From an optimization exercise on the open Yosys and OpenROAD flow, aimed at small area; shortcuts taken in it are not production practice.
In this exercise RTL edits were held to simulation tests only and were not proved equivalent to the original.

Design battleship_top, start of the top module:
module battleship_top(
    input clk,
    input rst,
    input confirm,
    input btnReset,
    input [3:0] row,
    output [3:0] col,
    output [15:0] led,
    output [6:0] seg,
    output [3:0] an,
    output uart_tx
    );
    reg [16:0] sc;
    reg [1:0] cd;
    reg       wrapped;               
    wire sc_term = (sc == 17'h1299C);
    wire sc_lag  = (sc == 17'h1699C);
    always @(posedge clk) begin
        if (rst | sc_term) sc <= 17'h35DA;
        else               sc <= {~sc[15:0], sc[16] ^ sc[13]};
        wrapped <= ~rst & sc_term;
        if (rst)          cd <= 2'd0;
        else if (wrapped) cd <= {cd[0], ~cd[1]};    
    end
    reg [3:0] col_r;
    always @(*) begin
        case (cd)
            2'b00: col_r = 4'b0111; 2'b01: col_r = 4'b1011;
            2'b11: col_r = 4'b1101; default: col_r = 4'b1110;
        endcase
    end
    assign col = col_r;
    reg [3:0] key;                   
    reg [3:0] kold;                  
    reg [1:0] rsel;
    reg       rvalid;
    always @(*) begin
        rvalid = 1'b1;
        rsel = 2'd0;
        case (row)
            4'b0111: rsel = 2'd0;
            4'b1011: rsel = 2'd1;
            4'b1101: rsel = 2'd2;
            4'b1110: rsel = 2'd3;
            default: rvalid = 1'b0;
        endcase
    end
    reg [3:0] kcode;
    always @(*) begin
        case ({cd, rsel})
            4'b0000: kcode = 4'h1; 4'b0001: kcode = 4'h4; 4'b0010: kcode = 4'h7; 4'b0011: kcode = 4'h0;
  ...
Settings: LEC_CHECK=0, CAP_MARGIN=20, CORE_MARGIN=2, CORE_UTILIZATION=40, SLEW_MARGIN=20; clock period 10.0 ns.
standard.sh (not shown) runs the stock make flow with config.mk's settings and CLKGATE_MAP_FILE= SYNTH_SCRIPT=/design/flow/synth_recipe.tcl, a recipe that flattens the netlist after the stock synthesis.
==> flow/flow/run.sh <==
#!/bin/bash
# Own layout flow: the standard flow (standard.sh) with three changes.
#  1. Synthesis runs the standard flow's own synthesis script, except that ABC maps with an
#     area-oriented script (flow/area.abc) and Yosys's full-adder extraction is off
#     (ADDER_MAP_FILE empty). Registers, their names and cell types are untouched.
#  2. Port buffers use the smallest buffer, sky130_fd_sc_hd__buf_1.
#  3. CTS uses clkbuf_4 buffers and inserts no dummy loads.
# Each tool's log is under orfs/logs/; make's own output goes to flow_make.log.
set -euo pipefail
W=$PWD
F=$W/flow
ORFS_SYNTH=$FLOW_HOME/scripts/synth.tcl

# synth_core.tcl: ORFS's synth.tcl, with the ABC script taken from MY_ABC_SCRIPT
sed 's|^  log_cmd abc {\*}\$abc_args$|  set abc_args [lreplace $abc_args 1 1 $::env(MY_ABC_SCRIPT)]\n  log_cmd abc {*}$abc_args|' \
    "$ORFS_SYNTH" > "$W/synth_core.tcl"
grep -q 'MY_ABC_SCRIPT' "$W/synth_core.tcl"
# my_synth.tcl: the standard flow's synthesis script, sourcing synth_core.tcl instead of synth.tcl
sed "s|source \$::env(SCRIPTS_DIR)/synth.tcl|source $W/synth_core.tcl|" "$W/synth_recipe.tcl" > "$W/my_synth.tcl"
grep -q 'synth_core.tcl' "$W/my_synth.tcl"

export MY_ABC_SCRIPT=$F/area.abc
bash "$W/standard.sh" \
    "SYNTH_SCRIPT=$W/my_synth.tcl" \
    "ADDER_MAP_FILE=" \
    "BUFFER_PORTS_ARGS=-buffer_cell sky130_fd_sc_hd__buf_1" \
    "CTS_ARGS=-sink_clustering_enable -repair_clock_nets -dont_use_dummy_load -buf_list sky130_fd_sc_hd__clkbuf_4" \
    finish > "$W/flow_make.log" 2>&1
==> flow/flow/area.abc <==
&get -n
&st
&deepsyn -T 120
&nf -a -p -R 1000
&put
==> next run, changes <==
--- a/flow/design.v
+++ b/flow/design.v
@@ -25,45 +25,48 @@
     reg [3:0] col_r;
     always @(*) begin
         case (cd)
             2'b00: col_r = 4'b0111; 2'b01: col_r = 4'b1011;
             2'b11: col_r = 4'b1101; default: col_r = 4'b1110;
         endcase
     end
     assign col = col_r;
-    reg [3:0] key;                   
-    reg [3:0] kold;                  
+    reg [3:0] kold;
+    reg [1:0] rs;                    
+    reg       rv;                    
     reg [1:0] rsel;
     reg       rvalid;
     always @(*) begin
         rvalid = 1'b1;
         rsel = 2'd0;
         case (row)
             4'b0111: rsel = 2'd0;
             4'b1011: rsel = 2'd1;
             4'b1101: rsel = 2'd2;
             4'b1110: rsel = 2'd3;
             default: rvalid = 1'b0;
         endcase
     end
     reg [3:0] kcode;
     always @(*) begin
-        case ({cd, rsel})
+        case ({cd, rs})
             4'b0000: kcode = 4'h1; 4'b0001: kcode = 4'h4; 4'b0010: kcode = 4'h7; 4'b0011: kcode = 4'h0;
             4'b0100: kcode = 4'h2; 4'b0101: kcode = 4'h5; 4'b0110: kcode = 4'h8; 4'b0111: kcode = 4'hF;
             4'b1100: kcode = 4'h3; 4'b1101: kcode = 4'h6; 4'b1110: kcode = 4'h9; 4'b1111: kcode = 4'hE;
             4'b1000: kcode = 4'hA; 4'b1001: kcode = 4'hB; 4'b1010: kcode = 4'hC; default: kcode = 4'hD;
         endcase
     end
     always @(posedge clk) begin
-        if (rst)                    key <= 4'd0;
-        else if (sc_lag & rvalid)   key <= kcode;
-        kold <= rst ? 4'd0 : key;
-    end
+        rv <= ~rst & sc_lag & rvalid;
+        rs <= rsel;
+        if (rst)      kold <= 4'd0;
+        else if (rv)  kold <= kcode;
+    end
+    wire [3:0] key = rv ? kcode : kold;      
     reg [16:0] db;
     reg pulse;
     wire db_term = (db == 17'h5555);
     always @(posedge clk) begin
         if (rst | ~confirm) db <= 17'h15554;
         else if (db_term)   db <= 17'h15555;
         else                db <= {~db[15:0], db[16] ^ db[13]};
         pulse <= ~rst & db_term;
Effect: Worst setup slack degrades by 58 ps; synthesized cell count increases slightly; cell area is about the same; non-clock buffer count does not change; via count decreases slightly; wire length came out higher slightly.

-- re-timing with driven ports --
In the flow no input, the clock included, has a driving cell. The finished layouts below were timed again as built, in two steps.
Step 1 (the two cells are an assumption about what drives the block):
set clk [get_ports {clk}]
set_driving_cell -lib_cell sky130_fd_sc_hd__clkbuf_16 $clk
set_driving_cell -lib_cell sky130_fd_sc_hd__buf_2 [delete_from_list [all_inputs] $clk]
Step 2 times the ports against the registers' clock, not the clock port: input delays grow and output delays shrink by t, the midpoint of the rising clock arrivals with the driver on.
Three values: no drivers, after step 1, after step 2; two values: the first two.
| run | shift t [ns] | setup slack, ns | clock arrival spread, ns |
|---|---|---|---|
| the first run | 0.520 | 4.813 / 4.780 / 5.300 | 0.047 / 0.047 |
| the second run | 0.485 | 4.755 / 4.726 / 5.211 | 0.039 / 0.038 |
After both steps setup and hold are still met in every run listed.
